This is an optimization exercise on Yosys and OpenROAD, whose aim is small area, not a production implementation.
The RTL was checked by simulation tests, not by an equivalence proof against the original design.
Power and IR drop assume default switching activity.

== run 1 ==
## uart
module uart (
	input            i_clk,
	input            i_rst_n,
	input            i_we,
	input      [7:0] i_address,
	input      [7:0] i_data,
	input            i_rx,
	input            i_xcki,
	input            i_ddr_xck,
	output           o_xcko,
	output reg       o_tx,
	output reg [7:0] o_data
);
Size in the first run: roughly 630 cells after synthesis, ~140 flip-flops, ~0.0060 sq mm of cells after synthesis.
clock: 10.0 ns
lec_check: 0
abc_area: 1
cap_margin: 20
core_margin: 2
core_utilization: 55
place_density: 0.7
slew_margin: 20
standard.sh (not shown) runs the stock make flow with config.mk's settings and CLKGATE_MAP_FILE= SYNTH_SCRIPT=/design/flow/synth_recipe.tcl, a recipe that flattens the netlist after the stock synthesis.
==> flow/flow/run.sh <==
#!/bin/bash
# Own layout flow: the standard ORFS flow (standard.sh) with three changes:
#  - synthesis maps the logic with an area-only ABC script (flow/abc_min_area.script);
#    everything else in synthesis, including the registers and their names, is unchanged
#  - synthesis does not map adders to half/full-adder cells (ADDER_MAP_FILE empty)
#  - port buffers use the smallest buffer cell
#  - the clock tree is built without dummy loads
# Each tool's output goes to standard_flow.log (make) and the ORFS logs under orfs/logs.
set -euo pipefail
W=$(pwd)
ABC_SCRIPT="$W/flow/abc_min_area.script"
{
  echo 'proc abc {args} {'
  echo '  set i [lsearch -exact $args -script]'
  echo "  if {\$i >= 0} { lset args [expr {\$i + 1}] $ABC_SCRIPT }"
  echo '  yosys abc {*}$args'
  echo '}'
  cat "$W/synth_recipe.tcl"
} > "$W/own_synth.tcl"
CTS="-sink_clustering_enable -repair_clock_nets -dont_use_dummy_load -buf_list sky130_fd_sc_hd__clkbuf_4 -root_buf sky130_fd_sc_hd__clkbuf_8 -sink_clustering_size 20"
bash standard.sh \
  "SYNTH_SCRIPT=$W/own_synth.tcl" \
  "ADDER_MAP_FILE=" \
  "BUFFER_PORTS_ARGS=-buffer_cell sky130_fd_sc_hd__buf_1" \
  "CTS_ARGS=$CTS" \
  finish > standard_flow.log 2>&1
==> flow/flow/abc_min_area.script <==
strash; &get -n; &deepsyn -T 30; &put; dch; amap -F 5 -A 5 -m; topo
In summary, run 1 completed successfully, with a layout that passed the timing, design-rule and antenna checks.
Modified inputs, run 2 compared to run 1
--- a/flow/flow/run.sh
+++ b/flow/flow/run.sh
@@ -20 +20 @@
-CTS="-sink_clustering_enable -repair_clock_nets -dont_use_dummy_load -buf_list sky130_fd_sc_hd__clkbuf_4 -root_buf sky130_fd_sc_hd__clkbuf_8 -sink_clustering_size 20"
+CTS="-sink_clustering_enable -repair_clock_nets -dont_use_dummy_load -buf_list sky130_fd_sc_hd__clkbuf_4 -sink_clustering_size 10"
## What came out
Final worst-path cycle share | run 2 above run 1. | detail-routed via count per cell | run 2 vs run 1 | ≈ equal |. Run 1: PASS, flow complete, no timing, DRC or antenna violations. Run 2 completed end to end with timing, DRC and antenna clean. Going from run 1 to run 2, area of the core held steady; design area held steady; number of iterations in the first detailed-routing pass grew by 2; fraction of power consumed by the clock network shrank by 0.4 points. Clock-net power was lower in run 2 than in run 1. Total power: run 1 vs run 2 — no meaningful difference.
Modified inputs, run 3 compared to run 2
# run 2
export LEC_CHECK = 0
export ABC_AREA = 1
export CAP_MARGIN = 20
export CORE_MARGIN = 2
export CORE_UTILIZATION = 55
export PLACE_DENSITY = 0.7
export SLEW_MARGIN = 20
create_clock -name core_clock -period 10.0 [get_ports {i_clk}]
# run 3
export LEC_CHECK = 0
export ABC_AREA = 1
export CAP_MARGIN = 20
export CORE_MARGIN = 2
export CORE_UTILIZATION = 40
export PLACE_DENSITY = 0.6
export SLEW_MARGIN = 20
create_clock -name core_clock -period 10.0 [get_ports {i_clk}]
--- a/flow/flow/run.sh
+++ b/flow/flow/run.sh
@@ -5 +4,0 @@
-#  - synthesis does not map adders to half/full-adder cells (ADDER_MAP_FILE empty)
@@ -20 +19 @@
-CTS="-sink_clustering_enable -repair_clock_nets -dont_use_dummy_load -buf_list sky130_fd_sc_hd__clkbuf_4 -sink_clustering_size 10"
+CTS="-sink_clustering_enable -repair_clock_nets -dont_use_dummy_load -buf_list sky130_fd_sc_hd__clkbuf_8 -sink_clustering_size 20"
@@ -23 +21,0 @@
-  "ADDER_MAP_FILE=" \
==> flow/flow/abc_min_area.script <==
strash; dch; amap -F 5 -A 5 -m; topo
Findings:
Run 3 against run 2; die area is up by more than a quarter.
Higher share of synthesized cell area in full adder, half adder and majority cells was reported by run 3, not run 2.
In the tables for run 2 and run 3, total design power reads higher with run 3.
[run 3] mux cell area share after synthesis rose 0.18 points relative to run 2
[inputs] run 4 vs run 3
# run 3
export LEC_CHECK = 0
export ABC_AREA = 1
export CAP_MARGIN = 20
export CORE_MARGIN = 2
export CORE_UTILIZATION = 40
export PLACE_DENSITY = 0.6
export SLEW_MARGIN = 20
create_clock -name core_clock -period 10.0 [get_ports {i_clk}]
# run 4
export LEC_CHECK = 0
export ABC_AREA = 1
export CAP_MARGIN = 20
export CORE_MARGIN = 2
export CORE_UTILIZATION = 55
export PLACE_DENSITY = 0.7
export SLEW_MARGIN = 20
create_clock -name core_clock -period 10.0 [get_ports {i_clk}]
--- a/flow/flow/run.sh
+++ b/flow/flow/run.sh
@@ -4,0 +5 @@
+#  - synthesis does not map adders to half/full-adder cells (ADDER_MAP_FILE empty)
@@ -19 +20 @@
-CTS="-sink_clustering_enable -repair_clock_nets -dont_use_dummy_load -buf_list sky130_fd_sc_hd__clkbuf_8 -sink_clustering_size 20"
+CTS="-sink_clustering_enable -repair_clock_nets -dont_use_dummy_load -buf_list sky130_fd_sc_hd__clkbuf_4 -sink_clustering_size 20"
@@ -21,0 +23 @@
+  "ADDER_MAP_FILE=" \
==> flow/flow/abc_min_area.script <==
strash; &get -n; &deepsyn -T 30; &put; dch; amap -F 5 -A 5 -m; topo
Results
- Side by side, design area turned out lower in run 4 than in run 3.
- Of run 4 and run 3, it is run 4 that has the higher number of cells on the worst reg-to-reg path.
- Between run 3 and run 4, the difference in hold slack is negligible.
- Run 4 vs. run 3: utilization went up 15 points, wire length went down 13%, routed length per instance went down 4.6%.
- Comparing run 3 and run 4, the lower via count was measured on run 4.
- The slowest cell on the critical path comes out or3_1 in one run and or4_1 in the other, namely in run 4 and run 3 respectively.
- Run 4 vs run 3: clock network power consumption down by more than a quarter
- Clock network fraction of total power down 4.1 points in run 4 wrt run 3
- Time the final worst path needs with I/O delays and setup: run 4 better than run 3
- As of run 4, routed length on met3 had fallen by a few percent compared to run 3.
Setup changes, run 4 to run 5
# run 4
export LEC_CHECK = 0
export ABC_AREA = 1
export CAP_MARGIN = 20
export CORE_MARGIN = 2
export CORE_UTILIZATION = 55
export PLACE_DENSITY = 0.7
export SLEW_MARGIN = 20
create_clock -name core_clock -period 10.0 [get_ports {i_clk}]
# run 5
export LEC_CHECK = 0
export ABC_AREA = 1
export CAP_MARGIN = 20
export CORE_MARGIN = 2
export CORE_UTILIZATION = 40
export PLACE_DENSITY = 0.6
export SLEW_MARGIN = 20
create_clock -name core_clock -period 10.0 [get_ports {i_clk}]
--- a/flow/flow/run.sh
+++ b/flow/flow/run.sh
@@ -20 +20 @@
-CTS="-sink_clustering_enable -repair_clock_nets -dont_use_dummy_load -buf_list sky130_fd_sc_hd__clkbuf_4 -sink_clustering_size 20"
+CTS="-sink_clustering_enable -repair_clock_nets -dont_use_dummy_load -buf_list sky130_fd_sc_hd__clkbuf_8 -sink_clustering_size 20"
Notes after the runs:
Per the comparison of run 5 with run 4, post-route clock period utilization now smaller, sequential share of layout area now smaller, max-slew violation count comparable, setup slack now larger, die area now larger. In run 5 relative to run 4, final area had gone up by a few percent. Re total track usage: run 4 was higher than run 5.

static timing again, ports no longer ideal:
The flow's constraints put no driver on any port. The routed layouts listed below were extracted and timed again, unchanged, in two steps. Step 1 sets driving cells, clkbuf_16 on the clock port and buf_2 on the other inputs (assumed; they add their load-dependent delay and slew). Step 2 times the ports against the registers' clock, not the clock port: input delays grow and output delays shrink by t, the midpoint of the rising clock arrivals with the driver on. Slacks: ideal ports / drivers / drivers and shift; pairs: ideal ports / drivers.
run	t (ns)	setup slack, ns	slew at the worst register clock pin (ns)	worst slew at a driven data input, ns
run 1	0.440	4.092 / 4.073 / 4.073	0.12 / 0.12	0.03
run 2	0.561	4.072 / 4.053 / 4.053	0.12 / 0.12	0.03
run 3	0.465	3.867 / 3.845 / 3.845	0.07 / 0.07	0.04
run 4	0.561	4.072 / 4.053 / 4.053	0.12 / 0.12	0.03
run 5	0.476	4.094 / 4.073 / 4.073	0.07 / 0.07	0.04
After both steps setup and hold are still met in every run listed. The setup slack of run 3, which loses most, moves by -0.022 ns with the drivers and by -0.022 ns with both steps.
